Context: an optimization exercise on an open-source flow, tuned for small area, a short achievable clock period and few clock cycles. The choices shown serve that exercise and are no tape-out recipe. At most, simulation tests tie the RTL to the original design; equivalence was not proved. For run 7, only the layout was checked, not whether the RTL still works. Power and IR drop assume default switching activity.

==> design.v <==
module rle (
	clk,
	nreset,
	start,
	message_addr,
	message_size,
	rle_addr,
	rle_size,
	done,
        port_A_data_in,
        port_A_data_out,
        port_A_addr,
        port_A_we
	);
input	clk;
input	nreset;
input	start;
input 	[31:0] message_addr;
input	[31:0] message_size;
input	[31:0] rle_addr;
input   [31:0] port_A_data_out;
output  [31:0] port_A_data_in;
output  [15:0] port_A_addr;
output  port_A_we;
output	[31:0] rle_size;
output	done;
reg        busy;       
reg        done_r;
reg        we;         
reg        aM;         
reg        aR;         
reg        dv;         
reg        lastw;      
reg        fl;         
reg        fls;        
reg [13:0] ra;         
reg [13:0] wa;         
reg [10:0] wleft;      
reg [1:0]  nvl;        
reg [7:0]  val;        
reg [7:0]  cnt;        
reg        have;       
reg        hi;         
reg [13:0] np;         
reg [3:0]  kq;         
reg [4:0]  T;          
reg [15:0] q0, q1, q2, q3, q4;
wire [7:0] b0 = port_A_data_out[7:0];
wire [7:0] b1 = port_A_data_out[15:8];
wire [7:0] b2 = port_A_data_out[23:16];
wire [7:0] b3 = port_A_data_out[31:24];
assign port_A_we = we;
assign port_A_data_in = {q1, q0};
wire [13:0] pa = aM ? message_addr[15:2] : aR ? ra : wa;
wire [12:0] szm1 = message_size[12:0] - 13'd1;    
wire [13:0] pa1 = pa + 14'd1;           
assign port_A_addr = {pa, 2'b00};
assign rle_size = {17'd0, np, 1'b0};    
assign done = done_r;
wire part = lastw & (nvl != 2'd0);      
wire v1 = ~part | (nvl[1]);             
wire v2 = ~part | (nvl == 2'd3);        
wire v3 = ~part;                        
wire x0 = (b0 == val);
wire x1 = (b1 == b0);
wire x2 = (b2 == b1);
wire x3 = (b3 == b2);
wire s0 = hi & (cnt[1:0] == 2'd3);
wire s1 = hi & (cnt[1:0] == 2'd2);
wire s2 = hi & (cnt[1:0] == 2'd1);
wire s3 = hi & (cnt[1:0] == 2'd0);
wire B0 = ~have | ~x0 | s0;
wire B1 = v1 & (~x1 | (x0 & s1));
wire B2 = v2 & (~x2 | (x0 & x1 & s2));
wire B3 = v3 & (~x3 | (x0 & x1 & x2 & s3));
wire E0 = have & (~x0 | s0);
wire E1 = B1;
wire E2 = B2;
wire E3 = B3;
wire ke1 = E0 | E1 | E2 | E3;
wire ke2 = (E0 & (E1 | E2 | E3)) | (E1 & (E2 | E3)) | (E2 & E3);
wire ke3 = (E0 & E1 & (E2 | E3)) | (E2 & E3 & (E0 | E1));
wire ke4 = E0 & E1 & E2 & E3;
wire [7:0] cp1 = cnt + 8'd1;
wire [7:0] cp2 = cnt + 8'd2;
wire [7:0] cp3 = cnt + 8'd3;
wire n1a = E0 & E1;
wire n1b = (E0 | E1) & E2;
wire [1:0] n1c = n1a ? 2'd1 : n1b ? (E0 ? 2'd2 : 2'd1) : (E0 ? 2'd3 : E1 ? 2'd2 : 2'd1);
wire [15:0] N1 = {n1a ? b0 : n1b ? b1 : b2, 6'd0, n1c};
wire n2a = E0 & E1 & E2;
wire [1:0] n2c = n2a ? 2'd1 : (E2 ? 2'd1 : E1 ? 2'd2 : 2'd3);
wire [15:0] N2 = {n2a ? b1 : b2, 6'd0, n2c};
wire [15:0] N3 = {b2, 8'd1};
wire [2:0] nv = part ? {1'b0, nvl} : 3'd4;
wire [7:0] cnt_w = B3 ? 8'd1 : B2 ? {5'd0, nv - 3'd2} : B1 ? {5'd0, nv - 3'd1} :
                   B0 ? {5'd0, nv} : cnt + {5'd0, nv};
wire hi_w = ~(B0 | B1 | B2 | B3) & (part ? (cnt >= 8'd252 - {6'd0, nvl}) : (cnt >= 8'd248));
wire [7:0] val_w = ~v1 ? b0 : ~v2 ? b1 : ~v3 ? b2 : b3;
wire W1 = we ? T[2] : T[0];
wire W2 = we & T[3];
wire W3 = we & T[4];
wire room = ~W2;
wire fire = dv & room;                  
wire flush = fl & room;                 
wire ins = fire | flush;
wire sh = ins & W1;                     
wire k1 = flush | ke1;
wire k2 = ~flush & ke2;
wire k3 = ~flush & ke3;
wire k4 = ~flush & ke4;
wire [4:0] Tn = ~ins ? {2'b0, W3, W2, W1} :
                W1 ? {k4, k3, k2, k1, 1'b1} : {1'b0, k4, k3, k2, k1};
wire [15:0] M0 = (fl | E0) ? {val, cnt} : E1 ? {b0, cp1} : E2 ? {b1, cp2} : {b2, cp3};
wire we_n = Tn[1] | ((fls | flush) & Tn[0]);
wire [15:0] S0 = we ? q2 : q0;
always @(posedge clk) begin
    if (~nreset) begin
        busy <= 1'b0;
        done_r <= 1'b0;
        we <= 1'b0;
        aM <= 1'b1;
        aR <= 1'b0;
    end
    else if (~busy) begin
        if (start) begin
            busy <= 1'b1;
            done_r <= 1'b0;
            we <= 1'b0;
            aM <= 1'b0;
            aR <= 1'b1;
            dv <= 1'b1;
            fl <= 1'b0;
            fls <= 1'b0;
            ra <= pa1;
            wa <= rle_addr[15:2];
            wleft <= szm1[12:2];
            lastw <= (szm1[12:2] == 11'd0);
            nvl <= message_size[1:0];
            cnt <= 8'd0;
            have <= 1'b0;
            hi <= 1'b0;
        end
    end
    else begin
        if (we) begin
            wa <= pa1;
            if (fire) dv <= 1'b0;
        end
        else begin
            if (wleft != 11'd0) begin
                ra <= pa1;
                wleft <= wleft - 11'd1;
                dv <= 1'b1;
                lastw <= (wleft == 11'd1);
            end
            else if (fire)
                dv <= 1'b0;
        end
        if (fire) begin
            val <= val_w;
            cnt <= cnt_w;
            have <= 1'b1;
            hi <= hi_w;
            if (lastw) fl <= 1'b1;
        end
        if (flush) begin
            fl <= 1'b0;
            fls <= 1'b1;
        end
        we <= we_n;
        aR <= ~we_n;
        if (we & fls & ~W1) begin
            busy <= 1'b0;
            done_r <= 1'b1;
            we <= 1'b0;
            aM <= 1'b1;
            aR <= 1'b0;
        end
    end
end
always @(posedge clk) begin
    kq <= (busy & ins) ? {k4, k3, k2, k1} : 4'd0;
    T <= busy ? Tn : 5'd0;
    if (start & ~busy)
        np <= 14'd0;
    else
        np <= np + {11'd0, kq[3], kq[1] & ~kq[3], (kq[0] & ~kq[1]) | (kq[2] & ~kq[3])};
    q0 <= ins ? (sh ? S0 : M0) : S0;
    q1 <= ins ? (sh ? M0 : N1) : q3;
    q2 <= ins ? (sh ? N1 : N2) : q4;
    q3 <= sh ? N2 : N3;
    q4 <= N3;
end
endmodule
==> flow/run.sh <==
#!/bin/bash
# The standard layout, with two changes:
# - every port is buffered by a plain buf_1 cell (the resizer may still size
#   it up) instead of the default delay buffer;
# - clock tree synthesis inserts no dummy loads.
set -euo pipefail
export BUFFER_PORTS_ARGS="-buffer_cell sky130_fd_sc_hd__buf_1"
export CTS_ARGS="-sink_clustering_enable -repair_clock_nets -dont_use_dummy_load -buf_list sky130_fd_sc_hd__clkbuf_8 -sink_clustering_size 20"
bash standard.sh > standard_flow.log 2>&1
==> standard.sh <==
#!/bin/bash
# synth_recipe.tcl (not shown) runs the flow's synth.tcl, then flattens the netlist and writes it again
# the make line also repeats each setting of config.mk as NAME=value (left out here)
make -C /OpenROAD-flow-scripts/flow DESIGN_CONFIG=/design/flow/config.mk WORK_HOME=/design/flow/orfs CLKGATE_MAP_FILE= SYNTH_SCRIPT=/design/flow/synth_recipe.tcl "${@:-finish}"
==> config.mk <==
export PLATFORM = sky130hd
export DESIGN_NAME = rle
export DESIGN_NICKNAME = rle
export VERILOG_FILES = /design/flow/design.v
export SDC_FILE = /design/flow/constraint.sdc
export NUM_CORES = 4
export LEC_CHECK = 0
export CAP_MARGIN = 20
export CORE_MARGIN = 2
export CORE_UTILIZATION = 60
export SETUP_SLACK_MARGIN = 2.2
export SLEW_MARGIN = 20
==> constraint.sdc <==
create_clock -name core_clock -period 5.0 [get_ports {clk}]
set_input_delay 1.0000 -clock core_clock [delete_from_list [all_inputs] [get_ports {clk}]]
set_output_delay 1.0000 -clock core_clock [all_outputs]
set_load 0.01 [all_outputs]
==> impl_metrics.tcl, run 1 <==
set metrics [dict create \
    post_drt_via_cell_ratio 5.747 \
    seq_power_share_pct 52.6 \
    routed-via-count 7287 \
    syn-instance-count 957 \
    grt_first_pass_wirelength_um 33720 \
    ctsHoldBuffers 0 \
    grt_use_total_pct 27.04 \
    initial_antenna_violation_count 0 \
    worst_ep_arrival_time_ns 2.95 \
    synthFlopType "sky130_fd_sc_hd__dfxtp_1" \
    layout.cells.most_common_list "113 x sky130_fd_sc_hd__buf_1, 86 x sky130_fd_sc_hd__nor2_1, 84 x sky130_fd_sc_hd__dfxtp_1, 82 x sky130_fd_sc_hd__nand2_1, 68 x sky130_fd_sc_hd__a21oi_1" \
    clk-insertion-delay-late_ns 0.46 \
    io-pin-count 213 \
    postSynth.asyncResetShare_pct 0 \
    timing.critical_path.max_delay_family "simple AND/OR/NAND/NOR gates" \
    crit_path_top_delay_cell "sky130_fd_sc_hd__or2_4" \
    crit_path_start_kind "primary input" \
    critical_path.n_buffers_inverters 3 \
    status "complete, no violations" \
    syn_area_per_cell_um2 9.121 \
    setup.worst_path.class "in2reg" \
    power.ir.vdd_worst_mv 0.2282 \
    timing.max_slew.rel_slack_pct 36.05 \
    fmaxAchievable_mhz 363.5 \
    power.switching_fraction_pct 30.21 \
    worst_clock_skew_ns 0.02738 \
    num-nets-final 1241 \
    leading_cell_type_in_the_layout_fill_and_taps_excluded "sky130_fd_sc_hd__buf_1" \
    drt_iter0_drc 494 \
    clock_tree.root_cell "sky130_fd_sc_hd__clkbuf_8" \
    path_clk_slew_ns 0.09 \
    power_frac_comb_pct 22.9 \
    placementRows 44 \
    timing.max_cap.violations 0 \
    remaining_drc_errors 0 \
    required_ns 5.20 \
    post_route_cells_drive_above_1_share_pct 15.13 \
    largest_net_degree_at_the_start_of_global_routing 30 \
    antenna_cells_inserted 0 \
    fp.dieW_um 124.6 \
    layoutNonFillerInstCount 1268 \
    cts_max_level 4 \
    drt.antenna.violating_nets 0 \
    shortest_clock_period_the_worst_path_allows_after_layout_ns 2.751 \
    crit_path_max_fanout 7 \
    cts_buffers 17 \
    cell_area_after_synthesis_um2 8728 \
    yosysTopAreaCellShare_pct 21.67 \
    post-dp-hpwl_um 15120 \
    netSwitchingPower_uw 851.4 \
    critical_path.max_stage_delay_ns 0.29 \
    dp_cells 1231 \
    min_period_over_period_pct 55.02 \
    transition_at_the_pin_with_the_smallest_max_transition_slack_ns 0.9572 \
    gp_congestion 0.8825 \
    drt_pre_antenna_iters 5 \
    synth.lib_cells_used.distinct 67 \
    core_footprint_um2 14370 \
    cts-root-to-sink-buffers 2 \
    clock_sinks 150 \
    p_int_mw 1.966 \
    path_cells "buf_2 -> xnor2_2 -> nand4_4 -> buf_4 -> nor3_2 -> a31oi_4 -> or2_4 -> nand2_2 -> nand4b_1 -> buf_4 -> nor2_1" \
    wl_per_cell_um 16.63 \
    yosys_register_bits 150 \
    post-synth-top-area-cell "sky130_fd_sc_hd__edfxtp_1" \
    synthToLayoutAreaGrowth_pct 14.76 \
    clock_tree_from_tritoncts "yes" \
    setup_total_negative_slack_ns 0 \
    leakage_nw 3.748 \
    chipHeight_um 124.6 \
    design.die.area_um2 15530 \
    power.share.clock_pct 24.5 \
    number_of_enable_type_register_cells_in_the_synthesized_netlist 63 \
    overflow 0 \
    routed_wl_um 21080 \
    via_count_of_the_first_global_routing_pass 6640 \
    min-delay-path-class "reg2reg" \
    slew_violations 0 \
    critical_path.endpoint_type "flop" \
    placement.io_buffers 137 \
    synthesis.yosys.warnings 1 \
    hold_vio_cnt_final 0 \
    cp_common_cell "sky130_fd_sc_hd__buf_4" \
    grt_setup_unrepaired "yes" \
    p_per_area_nw_per_um2 281.3 \
    setup_violations 0 \
    synth.area.top_cells "sky130_fd_sc_hd__edfxtp_1 22%, sky130_fd_sc_hd__dfxtp_1 20%, sky130_fd_sc_hd__xnor2_1 5.5%" \
    synth_sequential_area_ratio_pct 41.63 \
    effective_utilization_at_floorplan_pct 60.75 \
]
==> path summary, 6_finish.rpt <==
check	from	end	slack, ns	cells after the start
setup reg to reg	nvl[0]	q0[6]	2.30	11
hold / removal	q3[10]	q1[10]	0.41	2
setup / recovery	port_A_data_out[5]	cnt[5]	2.25	11
hold reg to reg	q3[10]	q1[10]	0.41	2
==> worst register-to-register path, cell delays in order (launching register included) <==
cell and delay, ns:
sky130_fd_sc_hd__edfxtp_1 0.49, sky130_fd_sc_hd__inv_1 0.10, sky130_fd_sc_hd__ha_2 0.23, sky130_fd_sc_hd__nor2b_4 0.08, sky130_fd_sc_hd__buf_4 0.16, sky130_fd_sc_hd__nand2_2 0.16, sky130_fd_sc_hd__or4b_4 0.52, sky130_fd_sc_hd__nand2_4 0.17
sky130_fd_sc_hd__nand2_1 0.13, sky130_fd_sc_hd__a211oi_2 0.22, sky130_fd_sc_hd__xnor2_1 0.19, sky130_fd_sc_hd__o21ai_0 0.12
==> through the flow <==
stage / utilization (%) / cell area (um2) / hold slack, ns / worst slack [ns] / total power [mW]
after global routing: 69.71 / 10020 / 0.4375 / 2.156 / 2.958
final: 69.71 / 10020 / 0.4149 / 2.249 / 2.818
after global placement: 64.78 / 9308 / 0.4169 / 1.225 / 2.097
after floorplan: - / 8970 / 0.4074 / 2.032 / 1.936
after CTS: 68.14 / 9791 / 0.4164 / 2.176 / 2.805
after detailed placement: 64.78 / 9308 / 0.4205 / 1.104 / 2.106
==> sequential cells by signal (all words and copies together) (netlist names), 2 cells and up <==
name and flops:
q0 16, q1 16, np 14, ra 14
wa 14, wleft 11, q2 10, q3 10
cnt 8, q4 8, val 8, T 4
kq 4, nvl 2
==> synthesized netlist by cell type (27+ instances only) <==
| cell | n |
|---|---|
| sky130_fd_sc_hd__o21ai_0 | 57 |
| sky130_fd_sc_hd__nor2_1 | 91 |
| sky130_fd_sc_hd__edfxtp_1 | 63 |
| sky130_fd_sc_hd__xnor2_1 | 55 |
| sky130_fd_sc_hd__a21oi_1 | 74 |
| sky130_fd_sc_hd__nand2_1 | 86 |
| sky130_fd_sc_hd__nand3_1 | 28 |
| sky130_fd_sc_hd__clkbuf_1 | 27 |
| sky130_fd_sc_hd__inv_1 | 36 |
| sky130_fd_sc_hd__mux2i_1 | 35 |
| sky130_fd_sc_hd__dfxtp_1 | 87 |
==> power by group through the flow <==
stage / Sequential, mW / Combinational [mW] / Clock (mW)
finish: 1.48 / 0.645 / 0.691
global route: 1.50 / 0.710 / 0.751
CTS: 1.48 / 0.622 / 0.702
detailed placement: 1.51 / 0.600 / 0
global placement: 1.50 / 0.594 / 0
floorplan: 1.50 / 0.436 / 0
==> what timing repair did <==
action	CTS	global route
endpoints found under the setup margin	96	64
resized for setup	53	31
gates cloned	1	0
pin swaps	6	11
setup buffers	11	8
==> layer usage <==
layer  up-vias  wire length [um]  GRT usage (%)
met2       223             10080          45.13
met5         -                 0              0
met4         0               314          7.931
met3        28              1077          5.069
li1       3601                 -              -
met1      3435              9605          35.99
==> final cells by class <==
type | instances | area [um2]
fill | 1182 | 4352
tap | 184 | 230.2
inverter | 38 | 142.6
timing repair buffer | 167 | 807.0
clock buffer | 17 | 234.0
sequential | 150 | 3642
multi-input combinational | 712 | 4961
==> kinds of logic (layout without fill, tap and decap cells) <==
logic type / Yosys count / in the layout / synth area share (%)
and+or+nand+nor: 303 / 304 / 16.99
AOI/OAI and AO/OA: 227 / 227 / 15.91
DFF: 150 / 150 / 41.63
buffers and inverters: 115 / 222 / 6.551
xor gates and xnor gates: 77 / 77 / 7.726
muxes: 59 / 59 / 7.411
adders and majority gates: 25 / 25 / 3.741
other: 1 / 20 / 0.04296
Testbench counts, summed over its fixed seeds: cycles 22,297.
==> run 2: changes to the inputs <==
--- a/config.mk
+++ b/config.mk
@@ -9,4 +9,4 @@
 export CORE_MARGIN = 2
-export CORE_UTILIZATION = 60
-export SETUP_SLACK_MARGIN = 2.2
+export CORE_UTILIZATION = 65
+export SETUP_SLACK_MARGIN = 2.3
 export SLEW_MARGIN = 20
==> impl_metrics.tcl, run 2 <==
set metrics [dict create \
    layout.cells.most_common_list "112 x sky130_fd_sc_hd__buf_1, 86 x sky130_fd_sc_hd__nor2_1, 85 x sky130_fd_sc_hd__dfxtp_1, 82 x sky130_fd_sc_hd__nand2_1, 67 x sky130_fd_sc_hd__a21oi_1" \
    wl_per_cell_um 17.10 \
    grt_first_pass_wirelength_um 33130 \
    transition_at_the_pin_with_the_smallest_max_transition_slack_ns 1.040 \
    num-nets-final 1253 \
    post_route_cells_drive_above_1_share_pct 16.61 \
    largest_net_degree_at_the_start_of_global_routing 48 \
    post-synth-top-area-cell "sky130_fd_sc_hd__edfxtp_1" \
    design.die.area_um2 14370 \
    min-delay-path-class "reg2reg" \
    shortest_clock_period_the_worst_path_allows_after_layout_ns 2.702 \
    pre_cts_slack_ns 1.227 \
    cts-root-to-sink-buffers 2 \
    critical_path.endpoint_type "output pin" \
    cts_buffers 17 \
    gp_congestion 0.9153 \
    clk-insertion-delay-late_ns 0.46 \
    slew_violations 0 \
    setup_total_negative_slack_ns 0 \
    leading_cell_type_in_the_layout_fill_and_taps_excluded "sky130_fd_sc_hd__buf_1" \
    largestRegisters "q0 x16, q1 x16" \
    effective_utilization_at_floorplan_pct 66.17 \
    final.fill_count 994 \
    final.hold.worst_slack_ns 0.4213 \
    layoutNonFillerInstCount 1272 \
    setup_violations 0 \
    synth.most_common_cell "sky130_fd_sc_hd__nor2_1" \
    routed-via-count 7477 \
    drt_pre_antenna_iters 5 \
    postLayoutCoreUtil_pct 78.02 \
    cell_area_after_synthesis_um2 8728 \
    grt_use_total_pct 29.34 \
    timing.max_slew.rel_slack_pct 30.68 \
    setup.worst_path.class "reg2out" \
    synthesis.yosys.warnings 1 \
    synthToLayoutAreaGrowth_pct 17.90 \
    crit_path_max_fanout 6 \
    required_ns 4.00 \
    postSynth.asyncResetShare_pct 0 \
    yosysTopAreaCellShare_pct 21.67 \
    io-pin-count 213 \
    synthFlopType "sky130_fd_sc_hd__dfxtp_1" \
    synth.lib_cells_used.distinct 67 \
    clock_sinks 150 \
    power.ir.vdd_worst_mv 0.1815 \
    drt.antenna.violating_nets 0 \
    routed_wl_um 21750 \
    drt_iter0_drc 611 \
    min_period_over_period_pct 54.04 \
    worst_ep_arrival_time_ns 1.70 \
    overflow 0 \
    critical_path.max_stage_delay_ns 0.43 \
    chipHeight_um 119.9 \
    remaining_drc_errors 0 \
    leakage_nw 3.877 \
    report.power.total_mw 2.858 \
    place_area_um2 9467 \
    syn_area_per_cell_um2 9.121 \
    core_footprint_um2 13190 \
    clock_tree.root_cell "sky130_fd_sc_hd__clkbuf_8" \
    critical_path.n_buffers_inverters 2 \
    yosys_register_bits 150 \
    cts_max_level 4 \
    clock_tree_from_tritoncts "yes" \
    hold_vio_cnt_final 0 \
    placementRows 42 \
    layout_setup_ws_ns 2.298 \
    initial_antenna_violation_count 0 \
    grt_setup_unrepaired "yes" \
    post_drt_via_cell_ratio 5.878 \
    post_synth_most_frequent_cells "91 x sky130_fd_sc_hd__nor2_1, 87 x sky130_fd_sc_hd__dfxtp_1, 86 x sky130_fd_sc_hd__nand2_1" \
    path_cells "buf_12 -> mux2i_1 -> o21ai_0 -> buf_1" \
    post-dp-hpwl_um 15010 \
    synth_sequential_area_ratio_pct 41.63 \
    fmaxAchievable_mhz 370.1 \
    timing.max_cap.violations 0 \
    p_per_area_nw_per_um2 277.7 \
    placement.io_buffers 137 \
    path_clk_slew_ns 0.07 \
    crit_path_top_delay_cell "sky130_fd_sc_hd__o21ai_0" \
    status "complete, no violations" \
    synth.area.top_cells "sky130_fd_sc_hd__edfxtp_1 22%, sky130_fd_sc_hd__dfxtp_1 20%, sky130_fd_sc_hd__xnor2_1 5.5%" \
    dp_cells 1224 \
    antenna_cells_inserted 0 \
    via_count_of_the_first_global_routing_pass 6718 \
    timing.critical_path.max_delay_family "compound AO/OA/AOI/OAI gates" \
    syn-instance-count 957 \
    fp.dieW_um 119.9 \
    stdcell_area_um2 10290 \
    crit_path_start_kind "flop" \
    number_of_enable_type_register_cells_in_the_synthesized_netlist 63 \
    worst_clock_skew_ns 0.01937 \
]
## run 2: cell counts after synthesis
No cell type changed its count.
## run 2: path summary, 6_finish.rpt
| check | from | endpoint | slack (ns) | cells after the start |
|---|---|---|---|---|
| worst min register to register | q4[8] | q2[8] | 0.42 | 2 |
| worst max register to register | nvl[1] | we | 2.36 | 11 |
| worst max-delay path | aR | port_A_addr[2] | 2.30 | 4 |
| worst min-delay path | q4[8] | q2[8] | 0.42 | 2 |
## run 2: per-layer routing
layer / track usage, % / wire (um)
met1: 39.88 / 9410
met2: 47.89 / 10570
met3: 5.323 / 1490
met4: 9.118 / 282
met5: 0 / 0
## run 2: what timing repair did
item,in CTS,in global routing
pin swaps,11,21
hold buffers,0,0
buffers inserted,14,17
setup endpoints to repair,91,58
resized for setup,60,47
## run 2: cell families after synthesis
logic type      count (synthesis)  synth area share, %
compound gates                227                15.91
xor+xnor                       77                7.726
fa+ha+maj                      25                3.741
buf+inv                       115                6.551
flops                         150                41.63
mux                            59                7.411
other cells                     1              0.04296
simple gates                  303                16.99
## run 2: worst min-delay path: stages, from the launching register on
cell	delay, ns
sky130_fd_sc_hd__dfxtp_1	0.29
sky130_fd_sc_hd__nand2_1	0.05
sky130_fd_sc_hd__o21ai_1	0.05
## run 2: report_power, final
group          total [mW]  internal, mW  switching, mW
Sequential           1.47          1.40         0.0649
Clock               0.691         0.299          0.392
Combinational       0.698         0.291          0.407
## run 2: cell type report
| class | instances | area [um2] | area share, % |
|---|---|---|---|
| multi-input combinational | 711 | 5060 | 49.17 |
| inverter | 38 | 150.1 | 1.459 |
| timing repair buffer | 180 | 985.9 | 9.581 |
| tap | 176 | 220.2 | 2.140 |
| clock buffer | 17 | 234.0 | 2.274 |
| sequential | 150 | 3641 | 35.38 |
==> run 3: changes to the inputs <==
--- a/config.mk
+++ b/config.mk
@@ -7,6 +7,7 @@
 export LEC_CHECK = 0
+export ABC_AREA = 1
 export CAP_MARGIN = 20
 export CORE_MARGIN = 2
-export CORE_UTILIZATION = 65
-export SETUP_SLACK_MARGIN = 2.3
+export CORE_UTILIZATION = 60
+export SETUP_SLACK_MARGIN = 2.5
 export SLEW_MARGIN = 20
==> impl_metrics.tcl, run 3 <==
set metrics [dict create \
    status "complete, no violations" \
    crit-reg2reg-launch "nvl[1]" \
    cts-root-to-sink-buffers 2 \
    path_clk_slew_ns 0.08 \
    critical_path.endpoint_type "output pin" \
    fmaxAchievable_mhz 388.3 \
    hold_vio_cnt_final 0 \
    crit_path_max_fanout 8 \
    core_footprint_um2 14640 \
    layout.cells.most_common_list "346 x sky130_fd_sc_hd__nand2_1, 113 x sky130_fd_sc_hd__inv_1, 98 x sky130_fd_sc_hd__buf_1, 87 x sky130_fd_sc_hd__nor2_1, 84 x sky130_fd_sc_hd__dfxtp_1" \
    ctsHoldBuffers 0 \
    effective_utilization_at_floorplan_pct 61.79 \
    routed-via-count 8920 \
    setup_violations 0 \
    setup.worst_path.start "aR" \
    worst_ep_arrival_time_ns 1.58 \
    setup_total_negative_slack_ns 0 \
    remaining_drc_errors 0 \
    synth.most_common_cell "sky130_fd_sc_hd__nand2_1" \
    min-delay-path-class "reg2reg" \
    required_ns 4.00 \
    synth_sequential_area_ratio_pct 40.15 \
    drt_iter0_drc 651 \
    critical_path.reg2reg.endpoint "cnt[6]" \
    slew_violations 0 \
    num-nets-final 1589 \
    crit_cells 5 \
    yosysTopAreaCellShare_pct 20.91 \
    clock_tree.root_cell "sky130_fd_sc_hd__clkbuf_8" \
    timing.max_slew.rel_slack_pct 39.19 \
    critical_path.max_stage_delay_ns 0.38 \
    drt.antenna.violating_nets 0 \
    clock_sinks 150 \
    min_period_over_period_pct 51.51 \
    placementRows 44 \
    placement.io_buffers 137 \
    synthesis.yosys.warnings 1 \
    syn_area_per_cell_um2 7.345 \
    grt_first_pass_wirelength_um 37440 \
    post_route_cells_drive_above_1_share_pct 22.00 \
    critical_path.n_buffers_inverters 2 \
    crit_path_start_kind "flop" \
    wl_per_cell_um 15.82 \
    worst_clock_skew_ns 0.01457 \
    crit_path_top_delay_cell "sky130_fd_sc_hd__dfxtp_4" \
    timing.critical_path.max_delay_family "flip-flops" \
    overflow 0 \
    gp_congestion 0.9059 \
    chipHeight_um 126.8 \
    power.ir.vdd_worst_mv 0.2427 \
    path_cells "buf_6 -> or2_4 -> o211ai_1 -> o21ai_1 -> buf_2" \
    final.hold.worst_slack_ns 0.4499 \
    timing.max_cap.violations 0 \
    clk-insertion-delay-late_ns 0.45 \
    grt_setup_unrepaired "yes" \
    leading_cell_type_in_the_layout_fill_and_taps_excluded "sky130_fd_sc_hd__nand2_1" \
    via_count_of_the_first_global_routing_pass 7619 \
    setup.worst_path.class "reg2out" \
    cp-endpoint "port_A_addr[8]" \
    post_drt_via_cell_ratio 5.516 \
    synth.lib_cells_used.distinct 55 \
    largest_net_degree_at_the_start_of_global_routing 37 \
    number_of_enable_type_register_cells_in_the_synthesized_netlist 63 \
    clock_tree_from_tritoncts "yes" \
    reg2reg_depth 12 \
    p_per_area_nw_per_um2 275.5 \
    grt_use_total_pct 29.19 \
    routed_wl_um 25580 \
    post_synth_most_frequent_cells "374 x sky130_fd_sc_hd__nand2_1, 133 x sky130_fd_sc_hd__inv_1, 102 x sky130_fd_sc_hd__nor2_1" \
    shortest_clock_period_the_worst_path_allows_after_layout_ns 2.575 \
    yosys_register_bits 150 \
    synthToLayoutAreaGrowth_pct 24.00 \
    holdCritStartpoint "q4[13]" \
    largestRegisters "q0 x16, q1 x16" \
    synth.area.top_cells "sky130_fd_sc_hd__edfxtp_1 21%, sky130_fd_sc_hd__dfxtp_1 19%, sky130_fd_sc_hd__nand2_1 16%" \
    leakage_nw 4.844 \
    register_to_register_path_setup_slack_ns 2.57 \
    post-synth-top-area-cell "sky130_fd_sc_hd__edfxtp_1" \
    post-dp-hpwl_um 16440 \
    syn-instance-count 1232 \
    cts_buffers 17 \
    fp.dieW_um 126.8 \
    io-pin-count 213 \
    drt_pre_antenna_iters 7 \
    initial_antenna_violation_count 1 \
    synthFlopType "sky130_fd_sc_hd__dfxtp_1" \
    design.die.area_um2 16080 \
    cell_area_after_synthesis_um2 9049 \
    transition_at_the_pin_with_the_smallest_max_transition_slack_ns 0.9087 \
    postSynth.asyncResetShare_pct 0 \
    cts_max_level 4 \
]
-- run 3: changes by cell type after synthesis, sizes merged, moves of 21 or more --
cell,previous run,this run
nand2,87,383
inv,36,146
mux2i,35,1
xnor2,55,22
mux2,24,0
a21oi,74,52
nor2,92,113
-- run 3: layout make-up --
type,instances,area [um2]
Timing Repair inverter,4,32.53
Multi-Input combinational cell,892,5084
Inverter,149,639.4
Tap cell,184,230.2
Timing Repair Buffer,220,1356
Clock buffer,17,234.0
Antenna cell,1,2.502
Fill cell,1125,3423
Sequential cell,150,3642
-- run 3: logic make-up after synthesis --
| group | count (synthesis) | synth area share, % |
|---|---|---|
| AO/OA/AOI/OAI | 212 | 13.80 |
| adder cells (fa/ha/maj) | 24 | 3.484 |
| buffers and inverters | 214 | 10.38 |
| XOR/XNOR | 46 | 4.535 |
| flip-flops | 150 | 40.15 |
| other | 1 | 0.04144 |
| multiplexers | 1 | 0.1106 |
| AND/OR/NAND/NOR | 584 | 27.49 |
-- run 3: metal layers --
| metal | global-route usage, % | vias to the layer above | routed length, um |
|---|---|---|---|
| li1 | - | 4348 | - |
| met1 | 39.84 | 4125 | 11130 |
| met2 | 47.63 | 390 | 11780 |
| met3 | 5.103 | 57 | 1952 |
| met4 | 9.050 | 0 | 709 |
| met5 | 0 | - | 0 |
-- run 3: how the worst min path moves through the flow --
stage | end | slack (ns) | cells after the start
final | q2[13] | 0.45 | 2
after global routing | q2[13] | 0.47 | 2
after CTS | q2[13] | 0.45 | 2
after detailed placement | q1[14] | 0.43 | 2
after global placement | q1[15] | 0.44 | 2
after floorplan | q1[14] | 0.42 | 2
-- run 3: power breakdown --
group,internal (mW),leakage [nW],switching (mW)
clock network,0.300,0.122,0.394
logic,0.343,3.40,0.553
registers,1.43,1.32,0.0741
total,2.07,4.84,1.02
-- run 3: per-stage QoR --
stage / std cells / instance area, um2 / utilization (%) / setup WS, ns / power, mW
6_report: 1617 / 11220 / 76.62 / 2.425 / 3.092
3_3_place_gp: 1513 / 9609 / 65.62 / 1.483 / 2.210
3_5_place_dp: 1513 / 9609 / 65.62 / 1.406 / 2.223
2_1_floorplan: 1251 / 9244 / - / 2.403 / 2.023
4_1_cts: 1563 / 10290 / 70.25 / 2.374 / 2.960
5_1_grt: 1616 / 11220 / 76.61 / 2.334 / 3.243
-- run 3: timing repair --
item,4_1_cts,5_1_grt
endpoints found under the setup margin,104,124
buffers inserted,29,48
resized for setup,71,175
gates cloned,4,5
pin swaps,16,53
-- run 3: worst min-delay path, delay by kind of cell, from the launching register on --
kind | cells | cell delay (ns)
AO/OA/AOI/OAI | 1 | 0.07
flip-flops | 1 | 0.31
AND/OR/NAND/NOR | 1 | 0.05
==> run 4: changes to the inputs <==
--- a/design.v
+++ b/design.v
@@ -107,10 +107,9 @@
 wire sh = ins & W1;                     
-wire k1 = flush | ke1;
-wire k2 = ~flush & ke2;
-wire k3 = ~flush & ke3;
-wire k4 = ~flush & ke4;
-wire [4:0] Tn = ~ins ? {2'b0, W3, W2, W1} :
-                W1 ? {k4, k3, k2, k1, 1'b1} : {1'b0, k4, k3, k2, k1};
+wire [4:0] Tn = ({5{fire & W1}}  & {ke4, ke3, ke2, ke1, 1'b1}) |
+                ({5{fire & ~W1}} & {1'b0, ke4, ke3, ke2, ke1}) |
+                ({5{flush}}      & {3'b0, W1, 1'b1}) |
+                ({5{~ins}}       & {2'b0, W3, W2, W1});
+wire [3:0] kt = ({4{fire}} & {ke4, ke3, ke2, ke1}) | {3'b0, flush};
 wire [15:0] M0 = (fl | E0) ? {val, cnt} : E1 ? {b0, cp1} : E2 ? {b1, cp2} : {b2, cp3};
-wire we_n = Tn[1] | ((fls | flush) & Tn[0]);
+wire we_n = flush | (fire & (W1 ? ke1 : ke2)) | (~ins & (W2 | (fls & W1)));
 wire [15:0] S0 = we ? q2 : q0;
@@ -182,3 +181,3 @@
 always @(posedge clk) begin
-    kq <= (busy & ins) ? {k4, k3, k2, k1} : 4'd0;
+    kq <= busy ? kt : 4'd0;
     T <= busy ? Tn : 5'd0;
--- a/config.mk
+++ b/config.mk
@@ -7,3 +7,2 @@
 export LEC_CHECK = 0
-export ABC_AREA = 1
 export CAP_MARGIN = 20
@@ -11,3 +10,3 @@
 export CORE_UTILIZATION = 60
-export SETUP_SLACK_MARGIN = 2.5
+export SETUP_SLACK_MARGIN = 2.2
 export SLEW_MARGIN = 20
==> impl_metrics.tcl, run 4 <==
set metrics [dict create \
    ctsHoldBuffers 0 \
    drt.antenna.violating_nets 0 \
    routed_wl_um 21550 \
    clock_tree_from_tritoncts "yes" \
    overflow 0 \
    clock_sinks 150 \
    leakage_nw 3.803 \
    routed-via-count 7284 \
    synth.most_common_cell "sky130_fd_sc_hd__dfxtp_1" \
    core_footprint_um2 13830 \
    via_count_of_the_first_global_routing_pass 6901 \
    cell_area_after_synthesis_um2 8477 \
    synthesis.yosys.warnings 1 \
    largest_net_degree_at_the_start_of_global_routing 58 \
    grt_use_total_pct 28.34 \
    critical_path.endpoint_type "flop" \
    drt_pre_antenna_iters 5 \
    syn-instance-count 901 \
    shortest_clock_period_the_worst_path_allows_after_layout_ns 2.836 \
    required_ns 5.29 \
    min_period_over_period_pct 56.72 \
    report.power.total_mw 2.908 \
    timing.max_slew.rel_slack_pct 33.52 \
    final.fill_count 1030 \
    synthFlopType "sky130_fd_sc_hd__dfxtp_1" \
    setup_violations 0 \
    path_cells "buf_12 -> xor2_2 -> nor4_4 -> buf_4 -> nand4_1 -> a21oi_4 -> buf_6 -> nand3_4 -> mux2_4 -> a22oi_2 -> o21ai_1" \
    gp_congestion 0.8619 \
    placement.io_buffers 137 \
    critical_path.max_stage_delay_ns 0.35 \
    layout.cells.most_common_list "113 x sky130_fd_sc_hd__buf_1, 84 x sky130_fd_sc_hd__dfxtp_1, 71 x sky130_fd_sc_hd__nand2_1, 68 x sky130_fd_sc_hd__nor2_1, 63 x sky130_fd_sc_hd__edfxtp_1" \
    wl_per_cell_um 17.35 \
    fmaxAchievable_mhz 352.6 \
    remaining_drc_errors 0 \
    number_of_enable_type_register_cells_in_the_synthesized_netlist 63 \
    worst_clock_skew_ns 0.02330 \
    synthToLayoutAreaGrowth_pct 19.79 \
    io-pin-count 213 \
    num-nets-final 1219 \
    status "complete, no violations" \
    leading_cell_type_in_the_layout_fill_and_taps_excluded "sky130_fd_sc_hd__buf_1" \
    post_route_cells_drive_above_1_share_pct 19.87 \
    syn_area_per_cell_um2 9.408 \
    cts_max_level 4 \
    grt_first_pass_wirelength_um 33480 \
    crit_path_max_fanout 8 \
    synth.lib_cells_used.distinct 69 \
    post-synth-top-area-cell "sky130_fd_sc_hd__edfxtp_1" \
    crit_path_start_kind "primary input" \
    synth.area.top_cells "sky130_fd_sc_hd__edfxtp_1 22%, sky130_fd_sc_hd__dfxtp_1 21%, sky130_fd_sc_hd__mux2i_1 5.0%" \
    hold_vio_cnt_final 0 \
    antenna_cells_inserted 0 \
    design.die.area_um2 15090 \
    postSynth.asyncResetShare_pct 0 \
    cts-root-to-sink-buffers 2 \
    synth_sequential_area_ratio_pct 42.86 \
    crit_path_top_delay_cell "sky130_fd_sc_hd__mux2_4" \
    worst_ep_arrival_time_ns 3.13 \
    chipHeight_um 122.9 \
    clk-insertion-delay-late_ns 0.44 \
    yosys_register_bits 150 \
    p_per_area_nw_per_um2 286.3 \
    drt_iter0_drc 493 \
    slew_violations 0 \
    post-dp-hpwl_um 14900 \
    path_clk_slew_ns 0.08 \
    timing.max_cap.violations 0 \
    clock_tree.root_cell "sky130_fd_sc_hd__clkbuf_8" \
    setup_total_negative_slack_ns 0 \
    post_drt_via_cell_ratio 5.865 \
    power.ir.vdd_worst_mv 0.1923 \
    cts_buffers 17 \
    yosysTopAreaCellShare_pct 22.32 \
    largestRegisters "q0 x16, q1 x16" \
    grt_setup_unrepaired "yes" \
    transition_at_the_pin_with_the_smallest_max_transition_slack_ns 0.9935 \
    final.hold.worst_slack_ns 0.4460 \
    fp.dieW_um 122.9 \
    effective_utilization_at_floorplan_pct 61.31 \
    setup.worst_path.class "in2reg" \
    placementRows 43 \
    min-delay-path-class "reg2reg" \
    initial_antenna_violation_count 0 \
    post_synth_most_frequent_cells "87 x sky130_fd_sc_hd__dfxtp_1, 77 x sky130_fd_sc_hd__nand2_1, 74 x sky130_fd_sc_hd__nor2_1" \
]
run 4: what timing repair did:
item                                    4_1_cts  5_1_grt
resized for setup                            41       79
setup buffers                                25       27
cloned                                        1        1
endpoints found under the setup margin       90       70
pin swaps                                    11       31
run 4: cell type report:
class / count / area [um2] / share of cell area, %
timing repair buffer: 197 / 1104 / 10.87
tap: 180 / 225.2 / 2.218
timing repair inverter: 1 / 5.005 / 0.04929
multi-input combinational: 662 / 4805 / 47.31
clock buffer: 17 / 234.0 / 2.304
sequential: 150 / 3642 / 35.87
inverter: 35 / 140.1 / 1.380
run 4: critical path: cells and delay by family:
family | cells | cell delay [ns]
AOI/OAI and AO/OA | 3 | 0.51
muxes | 1 | 0.35
buffers and inverters | 3 | 0.45
xor gates and xnor gates | 1 | 0.17
and+or+nand+nor | 3 | 0.63
run 4: final timing paths:
path	startpoint	to	slack, ns	cells past startpoint
setup / recovery	port_A_data_out[3]	q2[9]	2.16	11
hold / removal	q4[15]	q2[15]	0.45	2
setup reg to reg	nvl[1]	q1[13]	2.23	14
hold reg to reg	q4[15]	q2[15]	0.45	2
run 4: per-stage QoR:
step	setup WS, ns	instances	cell area (um2)	utilization, %
2_1_floorplan	1.968	920	8772	-
3_3_place_gp	1.035	1171	9084	65.70
3_5_place_dp	0.9738	1171	9084	65.70
4_1_cts	2.176	1214	9646	69.76
5_1_grt	2.095	1242	10150	73.44
6_report	2.164	1242	10150	73.44
run 4: metal layers:
layer	track usage, %	routed length, um	vias to the layer above
met5	0	0	-
met4	11.06	476	0
met3	5.390	1318	38
met2	47.27	10460	275
met1	36.27	9292	3484
li1	-	-	3487
run 4: kinds of logic after synthesis:
kind of cell	count (synthesis)	share of synthesized area, %
flops	150	42.86
compound gates	201	14.80
xor+xnor	75	7.749
buf+inv	108	6.081
simple gates	268	15.54
fa+ha+maj	26	3.970
other cells	1	0.04424
mux	72	8.945
run 4: report_power, final:
group          internal (mW)  leakage (nW)  total, mW  switching [mW]
Clock                  0.300         0.122      0.693           0.393
Combinational          0.289          2.36      0.711           0.423
Sequential              1.42          1.32       1.50          0.0795
Testbench counts of run 4, summed over its fixed seeds: cycles 22,297.
==> run 5: changes to the inputs <==
--- a/config.mk
+++ b/config.mk
@@ -7,2 +7,3 @@
 export LEC_CHECK = 0
+export ABC_AREA = 1
 export CAP_MARGIN = 20
@@ -12 +13,2 @@
 export SLEW_MARGIN = 20
+export TNS_END_PERCENT = 20
==> impl_metrics.tcl, run 5 <==
set metrics [dict create \
    grt_first_pass_wirelength_um 35770 \
    fp.dieW_um 126.5 \
    routed-via-count 8178 \
    critical_path.endpoint_type "output pin" \
    min_period_over_period_pct 55.40 \
    grt_setup_unrepaired "yes" \
    power.share.clock_pct 23.5 \
    post-synth-top-area-cell "sky130_fd_sc_hd__edfxtp_1" \
    required_ns 4.00 \
    setup.worst_path.class "reg2out" \
    clock_tree.root_cell "sky130_fd_sc_hd__clkbuf_8" \
    remaining_drc_errors 0 \
    seq_power_share_pct 51.2 \
    yosysTopAreaCellShare_pct 21.03 \
    timing.max_slew.rel_slack_pct 39.89 \
    placement.io_buffers 137 \
    io-pin-count 213 \
    final.fill_count 1334 \
    routed_wl_um 22420 \
    layoutNonFillerInstCount 1544 \
    fmaxAchievable_mhz 361.0 \
    largestRegisters "q0 x16, q1 x16" \
    cts-root-to-sink-buffers 2 \
    transition_at_the_pin_with_the_smallest_max_transition_slack_ns 0.9016 \
    design.die.area_um2 15990 \
    min-delay-path-class "reg2reg" \
    cts_max_level 4 \
    postSynth.asyncResetShare_pct 0 \
    drt_pre_antenna_iters 5 \
    post-dp-hpwl_um 15600 \
    setup_violations 0 \
    timing.max_cap.violations 0 \
    crit-reg2reg-launch "nvl[0]" \
    worst_ep_arrival_time_ns 1.77 \
    synthesis.yosys.warnings 1 \
    drt.antenna.violating_nets 0 \
    setup.worst_path.start "aR" \
    slew_violations 0 \
    worst_clock_skew_ns 0.02685 \
    yosys_register_bits 150 \
    layout_setup_ws_ns 2.230 \
    initial_antenna_violation_count 0 \
    placementRows 44 \
    p_int_mw 1.980 \
    power.switching_fraction_pct 32.47 \
    drt_iter0_drc 662 \
    chipHeight_um 126.5 \
    synthToLayoutAreaGrowth_pct 10.08 \
    num-nets-final 1517 \
    netSwitchingPower_uw 952.1 \
    post_drt_via_cell_ratio 5.297 \
    synth_sequential_area_ratio_pct 40.39 \
    setup_total_negative_slack_ns 0 \
    post_route_cells_drive_above_1_share_pct 8.824 \
    hold_vio_cnt_final 0 \
    syn-instance-count 1235 \
    grt_use_total_pct 28.05 \
    shortest_clock_period_the_worst_path_allows_after_layout_ns 2.770 \
    status "complete, no violations" \
    clock_sinks 150 \
    overflow 0 \
    final-seq-area_um2 3638 \
    synth.lib_cells_used.distinct 52 \
    clock_tree_from_tritoncts "yes" \
    dp_cells 1516 \
    leading_cell_type_in_the_layout_fill_and_taps_excluded "sky130_fd_sc_hd__nand2_1" \
    crit_path_max_fanout 16 \
    crit_path_start_kind "flop" \
    core_footprint_um2 14590 \
    ctsHoldBuffers 0 \
    wl_per_cell_um 14.52 \
    cell_area_after_synthesis_um2 8996 \
    p_per_area_nw_per_um2 296.1 \
    cts_buffers 17 \
    number_of_enable_type_register_cells_in_the_synthesized_netlist 63 \
    effective_utilization_at_floorplan_pct 61.66 \
    power.ir.vdd_worst_mv 0.2030 \
    layout.cells.most_common_list "394 x sky130_fd_sc_hd__nand2_1, 123 x sky130_fd_sc_hd__buf_1, 116 x sky130_fd_sc_hd__inv_1, 110 x sky130_fd_sc_hd__nor2_1, 85 x sky130_fd_sc_hd__dfxtp_1" \
    clk-insertion-delay-late_ns 0.46 \
    power_frac_comb_pct 25.3 \
    synth.area.top_cells "sky130_fd_sc_hd__edfxtp_1 21%, sky130_fd_sc_hd__dfxtp_1 19%, sky130_fd_sc_hd__nand2_1 16%" \
    holdCritStartpoint "q3[8]" \
    synthFlopType "sky130_fd_sc_hd__dfxtp_1" \
    syn_area_per_cell_um2 7.284 \
    multiInputGateArea_um2 4568 \
    post_synth_most_frequent_cells "395 x sky130_fd_sc_hd__nand2_1, 119 x sky130_fd_sc_hd__inv_1, 114 x sky130_fd_sc_hd__nor2_1" \
    via_count_of_the_first_global_routing_pass 7361 \
    report.power.total_mw 2.932 \
    antenna_cells_inserted 0 \
    synth.most_common_cell "sky130_fd_sc_hd__nand2_1" \
    largest_net_degree_at_the_start_of_global_routing 37 \
    gp_congestion 0.9063 \
    path_clk_slew_ns 0.06 \
    pre_cts_slack_ns 1.256 \
    leakage_nw 4.308 \
]
[run 5: cell count changes after synthesis, sizes merged, moves of 10 or more]
| cell | delta |
|---|---|
| nor2b | -10 |
| nor2 | +48 |
| a22oi | -14 |
| mux2 | -30 |
| mux2i | -40 |
| xnor2 | -19 |
| o211ai | +14 |
| nand3 | +26 |
| inv | +100 |
| nand2 | +323 |
| or2 | +13 |
[run 5: worst paths after layout]
path	cells after the start	slack, ns	end
max reg2reg	13	2.41	cnt[6]
min reg2reg	2	0.44	q1[8]
max	5	2.23	port_A_addr[2]
min	2	0.44	q1[8]
[run 5: per-stage QoR]
step | instance area [um2] | utilization, % | hold slack (ns)
floorplan | 9070 | - | 0.4190
global placement | 9500 | 65.12 | 0.4269
detailed placement | 9500 | 65.12 | 0.4283
CTS | 9792 | 67.12 | 0.4449
global route | 9903 | 67.88 | 0.4710
finish | 9903 | 67.88 | 0.4419
[run 5: kinds of logic (layout without fill, tap and decap cells)]
logic type	Yosys count	count (layout)	share of synthesized area (%)
and+or+nand+nor	630	630	29.50
buffers and inverters	204	310	10.03
AOI/OAI and AO/OA	177	177	11.74
DFF	150	150	40.39
xor gates and xnor gates	47	47	4.576
adders and majority gates	24	24	3.505
muxes	2	2	0.2225
other	1	20	0.04168
[run 5: power by group through the flow]
stage          Sequential, mW  Combinational, mW  Clock, mW
3_3_place_gp             1.52              0.703          0
5_1_grt                  1.52              0.837      0.742
2_1_floorplan            1.54              0.489          0
6_report                 1.50              0.741      0.690
3_5_place_dp             1.53              0.717          0
4_1_cts                  1.50              0.727      0.702
[run 5: critical path, cell delays in order, from the launching register on]
cell	delay, ns
sky130_fd_sc_hd__dfxtp_4	0.46
sky130_fd_sc_hd__inv_2	0.18
sky130_fd_sc_hd__or2_2	0.31
sky130_fd_sc_hd__o211ai_1	0.10
sky130_fd_sc_hd__o21ai_2	0.12
sky130_fd_sc_hd__buf_1	0.15
[run 5: timing repair]
item                       4_1_cts  5_1_grt
pin swaps                        2        2
setup endpoints to repair       63       70
setup buffers                    4        7
hold endpoints to repair         0        0
resized for setup               10       30
[run 5: final cells by class]
class | instances | area share [%]
clock buffers | 17 | 2.363
repair buffers | 158 | 7.113
well taps | 184 | 2.325
multi-input cells | 900 | 46.13
flip-flops and latches | 150 | 36.74
inverters | 135 | 5.332
[run 5: per-layer routing]
metal  wire (um)  GRT usage [%]  vias up  share of wire [%]
met5           0              0        -                  0
met4         532          10.86        0                2.4
met3        1420          5.483       39                6.3
met2       10170          44.39      250                 45
met1       10300          38.14     3707                 46
li1            -              -     4182                  -
==> run 6: changes to the inputs <==
--- a/config.mk
+++ b/config.mk
@@ -11,3 +11,3 @@
 export CORE_UTILIZATION = 60
-export SETUP_SLACK_MARGIN = 2.2
+export SETUP_SLACK_MARGIN = 2.35
 export SLEW_MARGIN = 20
==> impl_metrics.tcl, run 6 <==
set metrics [dict create \
    status "complete, no violations" \
    p_int_mw 2.007 \
    setup.worst_path.class "reg2out" \
    worst_ep_arrival_time_ns 1.66 \
    synthToLayoutAreaGrowth_pct 14.16 \
    register_to_register_path_setup_slack_ns 2.42 \
    layoutNonFillerInstCount 1571 \
    drt.antenna.violating_nets 0 \
    antenna_cells_inserted 0 \
    largestRegisters "q0 x16, q1 x16" \
    post_drt_via_cell_ratio 5.383 \
    number_of_enable_type_register_cells_in_the_synthesized_netlist 63 \
    min-delay-path-class "reg2reg" \
    timing.max_cap.violations 0 \
    synthFlopType "sky130_fd_sc_hd__dfxtp_1" \
    synth_sequential_area_ratio_pct 40.39 \
    io-pin-count 213 \
    num-nets-final 1544 \
    routed-via-count 8456 \
    hold_depth 2 \
    path_cells "inv_4 -> or2_2 -> o211ai_1 -> o21ai_2 -> buf_1" \
    final.fill_count 1274 \
    critical_path.max_stage_delay_ns 0.45 \
    power.share.clock_pct 23.1 \
    transition_at_the_pin_with_the_smallest_max_transition_slack_ns 0.8950 \
    clock_tree_from_tritoncts "yes" \
    p_per_area_nw_per_um2 290.2 \
    holdCritStartpoint "q3[8]" \
    chipHeight_um 126.5 \
    yosys_register_bits 150 \
    synth.most_common_cell "sky130_fd_sc_hd__nand2_1" \
    clk-insertion-delay-late_ns 0.46 \
    shortest_clock_period_the_worst_path_allows_after_layout_ns 2.661 \
    netSwitchingPower_uw 973.7 \
    clock_tree.root_cell "sky130_fd_sc_hd__clkbuf_8" \
    hold_vio_cnt_final 0 \
    cts_max_level 4 \
    post-dp-hpwl_um 15600 \
    drt_pre_antenna_iters 5 \
    timing.max_slew.rel_slack_pct 40.33 \
    dp_cells 1516 \
    crit_path_start_kind "flop" \
    synth.lib_cells_used.distinct 52 \
    postSynth.asyncResetShare_pct 0 \
    grt_first_pass_wirelength_um 35820 \
    worst_clock_skew_ns 0.02600 \
    post-synth-top-area-cell "sky130_fd_sc_hd__edfxtp_1" \
    postLayoutCoreUtil_pct 70.39 \
    cts-root-to-sink-buffers 2 \
    cts_buffers 17 \
    leakage_nw 4.491 \
    required_ns 4.00 \
    crit_path_top_delay_cell "sky130_fd_sc_hd__dfxtp_4" \
    fp.dieW_um 126.5 \
    wl_per_cell_um 15.00 \
    largest_net_degree_at_the_start_of_global_routing 37 \
    clock_sinks 150 \
    synthesis.yosys.warnings 1 \
    remaining_drc_errors 0 \
    slew_violations 0 \
    post_route_cells_drive_above_1_share_pct 12.69 \
    gp_congestion 0.9063 \
    stdcell_area_um2 10270 \
    critical_path.reg2reg.endpoint "cnt[2]" \
    synth.area.top_cells "sky130_fd_sc_hd__edfxtp_1 21%, sky130_fd_sc_hd__dfxtp_1 19%, sky130_fd_sc_hd__nand2_1 16%" \
    crit_path_max_fanout 14 \
    via_count_of_the_first_global_routing_pass 7362 \
    drt_iter0_drc 712 \
    reg2reg_depth 15 \
    power.ir.vdd_worst_mv 0.2039 \
    placementRows 44 \
    critical_path.endpoint_type "output pin" \
    leading_cell_type_in_the_layout_fill_and_taps_excluded "sky130_fd_sc_hd__nand2_1" \
    hold_path_end "q1[8]" \
    yosysTopAreaCellShare_pct 21.03 \
    post_synth_most_frequent_cells "395 x sky130_fd_sc_hd__nand2_1, 119 x sky130_fd_sc_hd__inv_1, 114 x sky130_fd_sc_hd__nor2_1" \
    place_area_um2 9500 \
    placement.io_buffers 137 \
    setup_violations 0 \
    grt_setup_unrepaired "yes" \
    syn-instance-count 1235 \
    core_footprint_um2 14590 \
    power.switching_fraction_pct 32.67 \
    min_period_over_period_pct 53.22 \
    seq_power_share_pct 50.4 \
    initial_antenna_violation_count 0 \
    setup_total_negative_slack_ns 0 \
    design.die.area_um2 15990 \
    path_clk_slew_ns 0.06 \
    power_frac_comb_pct 26.5 \
    crit-reg2reg-launch "nvl[0]" \
    syn_area_per_cell_um2 7.284 \
    cell_area_after_synthesis_um2 8996 \
    effective_utilization_at_floorplan_pct 61.66 \
    layout.cells.most_common_list "390 x sky130_fd_sc_hd__nand2_1, 115 x sky130_fd_sc_hd__inv_1, 114 x sky130_fd_sc_hd__buf_1, 106 x sky130_fd_sc_hd__nor2_1, 85 x sky130_fd_sc_hd__dfxtp_1" \
    grt_use_total_pct 28.09 \
    overflow 0 \
    fmaxAchievable_mhz 375.8 \
    routed_wl_um 23570 \
]
[run 6: power groups by stage]
stage	registers (mW)	clock network (mW)	logic [mW]
after CTS	1.50	0.702	0.732
after floorplan	1.54	0	0.489
final	1.50	0.687	0.791
after detailed placement	1.53	0	0.717
after global routing	1.52	0.742	0.885
after global placement	1.52	0	0.703
[run 6: timing repair]
item | CTS | global route
gates cloned | 0 | 3
setup endpoints to repair | 74 | 74
hold buffers | 0 | 0
setup buffers | 6 | 29
gates resized for setup | 29 | 59
pin swaps | 3 | 12
[run 6: logic make-up (layout without fill, tap and decap cells)]
logic type               after synthesis  after routing  synth area share, %
AO/OA/AOI/OAI                        177            177                11.74
XOR/XNOR                              47             47                4.576
adder cells (fa/ha/maj)               24             24                3.505
buffers and inverters                204            337                10.03
flip-flops                           150            150                40.39
multiplexers                           2              2               0.2225
other                                  1             20              0.04168
AND/OR/NAND/NOR                      630            630                29.50
[run 6: worst max path at each step]
stage | from | to | cells past startpoint
after floorplan | message_size[1] | lastw | 10
after global placement | port_A_data_out[2] | q1[15] | 15
after detailed placement | port_A_data_out[3] | q1[15] | 15
after CTS | aM | port_A_addr[10] | 4
after global routing | aR | port_A_addr[2] | 5
final | aR | port_A_addr[2] | 5
[run 6: layer usage]
layer  wire (um)  global-route usage (%)  vias to the layer above
met2       10650                   44.54                      334
met1       10640                   38.19                     3844
met5           0                       0                        -
met3        1747                   5.609                       39
li1            -                       -                     4239
met4         523                   10.47                        0
[run 6: worst max-delay path: cells and delay by family (launching register included)]
kind / cells / cell delay [ns]
AOI/OAI and AO/OA: 2 / 0.22
buffers and inverters: 2 / 0.27
DFF: 1 / 0.45
and+or+nand+nor: 1 / 0.29
[run 6: through the flow]
step	worst slack, ns	hold slack [ns]	power [mW]
4_1_cts	2.274	0.4449	2.935
6_report	2.339	0.4430	2.980
3_5_place_dp	1.256	0.4283	2.243
3_3_place_gp	1.337	0.4269	2.227
5_1_grt	2.246	0.4710	3.143
2_1_floorplan	2.368	0.4190	2.032
[run 6: cell type report]
type	instances	area (um2)	area share, %
flip-flops and latches	150	3638	35.43
inverters	135	543.0	5.288
repair buffers	183	950.9	9.259
well taps	184	230.2	2.242
multi-input cells	900	4657	45.35
clock buffers	17	234.0	2.278
repair inverters	2	16.27	0.1584
==> run 7: changes to the inputs <==
--- a/design.v
+++ b/design.v
@@ -32,3 +32,2 @@
 reg        dv;         
-reg        lastw;      
 reg        fl;         
@@ -38,3 +37,2 @@
 reg [10:0] wleft;      
-reg [1:0]  nvl;        
 reg [7:0]  val;        
@@ -59,2 +57,4 @@
 assign done = done_r;
+wire lastw = (wleft == 11'd0);         
+wire [1:0] nvl = message_size[1:0];   
 wire part = lastw & (nvl != 2'd0);      
@@ -136,4 +136,2 @@
             wleft <= szm1[12:2];
-            lastw <= (szm1[12:2] == 11'd0);
-            nvl <= message_size[1:0];
             cnt <= 8'd0;
@@ -153,3 +151,2 @@
                 dv <= 1'b1;
-                lastw <= (wleft == 11'd1);
             end
--- a/config.mk
+++ b/config.mk
@@ -11,4 +11,3 @@
 export CORE_UTILIZATION = 60
-export SETUP_SLACK_MARGIN = 2.35
+export SETUP_SLACK_MARGIN = 2.2
 export SLEW_MARGIN = 20
-export TNS_END_PERCENT = 20
==> impl_metrics.tcl, run 7 <==
set metrics [dict create \
    leakage_nw 4.415 \
    core_footprint_um2 14640 \
    power_frac_comb_pct 24.1 \
    cts_buffers 17 \
    setup.worst_path.start "message_size[1]" \
    synth.lib_cells_used.distinct 61 \
    final-seq-area_um2 3547 \
    required_ns 5.19 \
    synthesis.yosys.warnings 1 \
    p_per_area_nw_per_um2 279.8 \
    largestRegisters "q0 x16, q1 x16" \
    design.die.area_um2 16100 \
    report.power.total_mw 2.833 \
    layout_setup_ws_ns 2.326 \
    slew_violations 0 \
    syn_area_per_cell_um2 7.408 \
    transition_at_the_pin_with_the_smallest_max_transition_slack_ns 0.9349 \
    critical_path.reg2reg.endpoint "cnt[6]" \
    remaining_drc_errors 0 \
    min-delay-path-class "reg2reg" \
    fmaxAchievable_mhz 373.9 \
    post-dp-hpwl_um 16170 \
    min_period_over_period_pct 53.49 \
    yosysTopAreaCellShare_pct 19.89 \
    place_area_um2 9595 \
    layout.cells.most_common_list "379 x sky130_fd_sc_hd__nand2_1, 115 x sky130_fd_sc_hd__buf_1, 113 x sky130_fd_sc_hd__inv_1, 111 x sky130_fd_sc_hd__nor2_1, 86 x sky130_fd_sc_hd__dfxtp_1" \
    pre_cts_slack_ns 1.224 \
    timing.max_slew.rel_slack_pct 37.67 \
    setup.worst_path.class "in2reg" \
    chipHeight_um 126.9 \
    post_drt_via_cell_ratio 5.292 \
    synthFlopType "sky130_fd_sc_hd__dfxtp_1" \
    critical_path.endpoint_type "flop" \
    clock_tree_from_tritoncts "yes" \
    overflow 0 \
    path_clk_slew_ns 0.07 \
    status "complete, no violations" \
    effective_utilization_at_floorplan_pct 61.87 \
    clock_sinks 147 \
    cts-root-to-sink-buffers 2 \
    num-nets-final 1518 \
    stdcell_area_um2 10130 \
    cp-endpoint "cnt[6]" \
    seq_power_share_pct 51.6 \
    netSwitchingPower_uw 907.5 \
    worst_ep_arrival_time_ns 2.87 \
    placement.io_buffers 137 \
    wl_per_cell_um 14.49 \
    number_of_enable_type_register_cells_in_the_synthesized_netlist 60 \
    grt_setup_unrepaired "yes" \
    hold_vio_cnt_final 0 \
    synthToLayoutAreaGrowth_pct 11.78 \
    worst_clock_skew_ns 0.02887 \
    clk-insertion-delay-late_ns 0.45 \
    synth.most_common_cell "sky130_fd_sc_hd__nand2_1" \
    initial_antenna_violation_count 0 \
    synth.area.top_cells "sky130_fd_sc_hd__edfxtp_1 20%, sky130_fd_sc_hd__dfxtp_1 19%, sky130_fd_sc_hd__nand2_1 16%" \
    clock_tree.root_cell "sky130_fd_sc_hd__clkbuf_8" \
    grt_first_pass_wirelength_um 35940 \
    shortest_clock_period_the_worst_path_allows_after_layout_ns 2.674 \
    routed-via-count 8176 \
    timing.max_cap.violations 0 \
    power.ir.vdd_worst_mv 0.1669 \
    antenna_cells_inserted 0 \
    ctsHoldBuffers 0 \
    drt.antenna.violating_nets 0 \
    post_synth_most_frequent_cells "379 x sky130_fd_sc_hd__nand2_1, 118 x sky130_fd_sc_hd__inv_1, 116 x sky130_fd_sc_hd__nor2_1" \
    io-pin-count 213 \
    multiInputGateArea_um2 4770 \
    layoutNonFillerInstCount 1545 \
    syn-instance-count 1223 \
    leading_cell_type_in_the_layout_fill_and_taps_excluded "sky130_fd_sc_hd__nand2_1" \
    post_route_cells_drive_above_1_share_pct 11.68 \
    via_count_of_the_first_global_routing_pass 7226 \
    setup_total_negative_slack_ns 0 \
    p_int_mw 1.926 \
    yosys_register_bits 147 \
    placementRows 44 \
    post-synth-top-area-cell "sky130_fd_sc_hd__edfxtp_1" \
    crit_path_start_kind "primary input" \
    fp.dieW_um 126.9 \
    routed_wl_um 22390 \
    drt_pre_antenna_iters 5 \
    final.fill_count 1308 \
    largest_net_degree_at_the_start_of_global_routing 36 \
    cts_max_level 4 \
    gp_congestion 0.8833 \
    power.share.clock_pct 24.3 \
    dp_cells 1503 \
    register_to_register_path_setup_slack_ns 2.41 \
    drt_iter0_drc 614 \
    crit_path_max_fanout 6 \
    crit-reg2reg-launch "wleft[5]" \
    synth_sequential_area_ratio_pct 39.11 \
    setup_violations 0 \
    reg2reg_depth 12 \
    cell_area_after_synthesis_um2 9060 \
    grt_use_total_pct 27.99 \
    postSynth.asyncResetShare_pct 0 \
    power.switching_fraction_pct 32.03 \
]
run 7: changes by cell type after synthesis, moves of 5 or more:
cell / before / now
sky130_fd_sc_hd__nand2_1: 395 / 379
sky130_fd_sc_hd__xor2_1: 24 / 30
sky130_fd_sc_hd__a21oi_1: 45 / 37
sky130_fd_sc_hd__nor3_1: 15 / 9
sky130_fd_sc_hd__or2_2: 13 / 8
sky130_fd_sc_hd__nand3_1: 53 / 48
sky130_fd_sc_hd__buf_4: 27 / 22
run 7: area by class of cell:
cell class | instances | area share [%]
multi-input combinational | 893 | 47.10
clock buffer | 17 | 2.310
timing repair buffer | 167 | 7.969
tap | 184 | 2.273
sequential | 147 | 35.03
inverter | 137 | 5.325
run 7: how the worst min path moves through the flow:
| stage | cells past startpoint | endpoint | start |
|---|---|---|---|
| finish | 2 | q2[15] | q4[15] |
| detailed placement | 2 | q2[15] | q4[15] |
| global route | 2 | q1[15] | q3[15] |
| floorplan | 2 | q2[15] | q4[15] |
| CTS | 2 | q2[15] | q4[15] |
| global placement | 2 | q2[15] | q4[15] |
run 7: power groups by stage:
stage               Sequential, mW  Clock (mW)  Combinational, mW
finish                        1.46       0.689              0.682
global route                  1.48       0.742              0.765
CTS                           1.46       0.700              0.673
detailed placement            1.49           0              0.654
global placement              1.49           0              0.641
floorplan                     1.50           0              0.444
run 7: metal layers:
layer  routed length (um)  global-route usage (%)
met1                10340                   39.71
met2                10130                   44.12
met3                 1496                   4.766
met4                  423                   8.403
met5                    0                       0
run 7: cell families (layout without fill, tap and decap cells):
| family | count (synthesis) | in the layout | share of synthesized area, % |
|---|---|---|---|
| simple gates | 613 | 615 | 29.73 |
| buf+inv | 204 | 321 | 10.07 |
| compound gates | 178 | 178 | 12.02 |
| flops | 147 | 147 | 39.11 |
| xor+xnor | 52 | 52 | 5.110 |
| fa+ha+maj | 24 | 24 | 3.480 |
| mux | 4 | 4 | 0.4419 |
| other cells | 1 | 20 | 0.04139 |
run 7: metrics by stage:
stage	util (%)	hold slack [ns]
4_1_cts	68.57	0.4409
6_report	69.16	0.4415
3_3_place_gp	65.52	0.4251
5_1_grt	69.16	0.4728
3_5_place_dp	65.52	0.4275
2_1_floorplan	-	0.4190
run 7: repair_timing:
item,in CTS,in global routing
pin swaps,5,7
buffers inserted,17,6
setup endpoints to repair,83,70
gates cloned,2,0
resized for setup,10,29
run 7: worst max-delay path, stage by stage:
cell and delay (ns):
sky130_fd_sc_hd__clkbuf_4 0.19, sky130_fd_sc_hd__inv_4 0.06, sky130_fd_sc_hd__ha_4 0.16, sky130_fd_sc_hd__inv_4 0.11, sky130_fd_sc_hd__nand3_4 0.15, sky130_fd_sc_hd__nor2_4 0.14, sky130_fd_sc_hd__ha_4 0.14, sky130_fd_sc_hd__inv_2 0.04
sky130_fd_sc_hd__fa_2 0.37, sky130_fd_sc_hd__o21ai_2 0.16, sky130_fd_sc_hd__nand3_1 0.11, sky130_fd_sc_hd__xor2_1 0.17, sky130_fd_sc_hd__nor2_1 0.05

[static timing again, ports no longer ideal]
No port has a modelled driver above. Below, the same layouts with a new extraction and two added sets of constraints.
Step 1: set_driving_cell puts a clkbuf_16 on clk and a buf_2 on each other input, an assumption about the parent block.
Step 2, shift: input delay + t, output delay - t, t = (earliest + latest rising clock arrival at the registers) / 2. This alone moves slack from input paths to output paths.
Three values: no drivers, after step 1, after step 2; two values: the first two.
| run | shift t [ns] | slack for setup (ns) | latest minus earliest clock arrival (ns) | worst slew at a driven data input, ns |
|---|---|---|---|---|
| run 1 | 0.484 | 2.249 / 2.216 / 1.777 | 0.031 / 0.031 | 0.05 |
| run 2 | 0.482 | 2.298 / 2.262 / 1.831 | 0.020 / 0.020 | 0.06 |
| run 3 | 0.488 | 2.425 / 2.381 / 1.929 | 0.015 / 0.016 | 0.07 |
| run 4 | 0.465 | 2.164 / 2.155 / 1.691 | 0.024 / 0.023 | 0.06 |
| run 5 | 0.491 | 2.230 / 2.189 / 1.871 | 0.027 / 0.027 | 0.06 |
| run 6 | 0.487 | 2.339 / 2.296 / 1.938 | 0.026 / 0.026 | 0.07 |
| run 7 | 0.476 | 2.326 / 2.299 / 1.863 | 0.030 / 0.030 | 0.07 |
After both steps setup and hold are still met in every run listed. For run 3, which loses most, drivers alone change the setup slack by -0.044 ns; drivers and shift together by -0.496 ns.
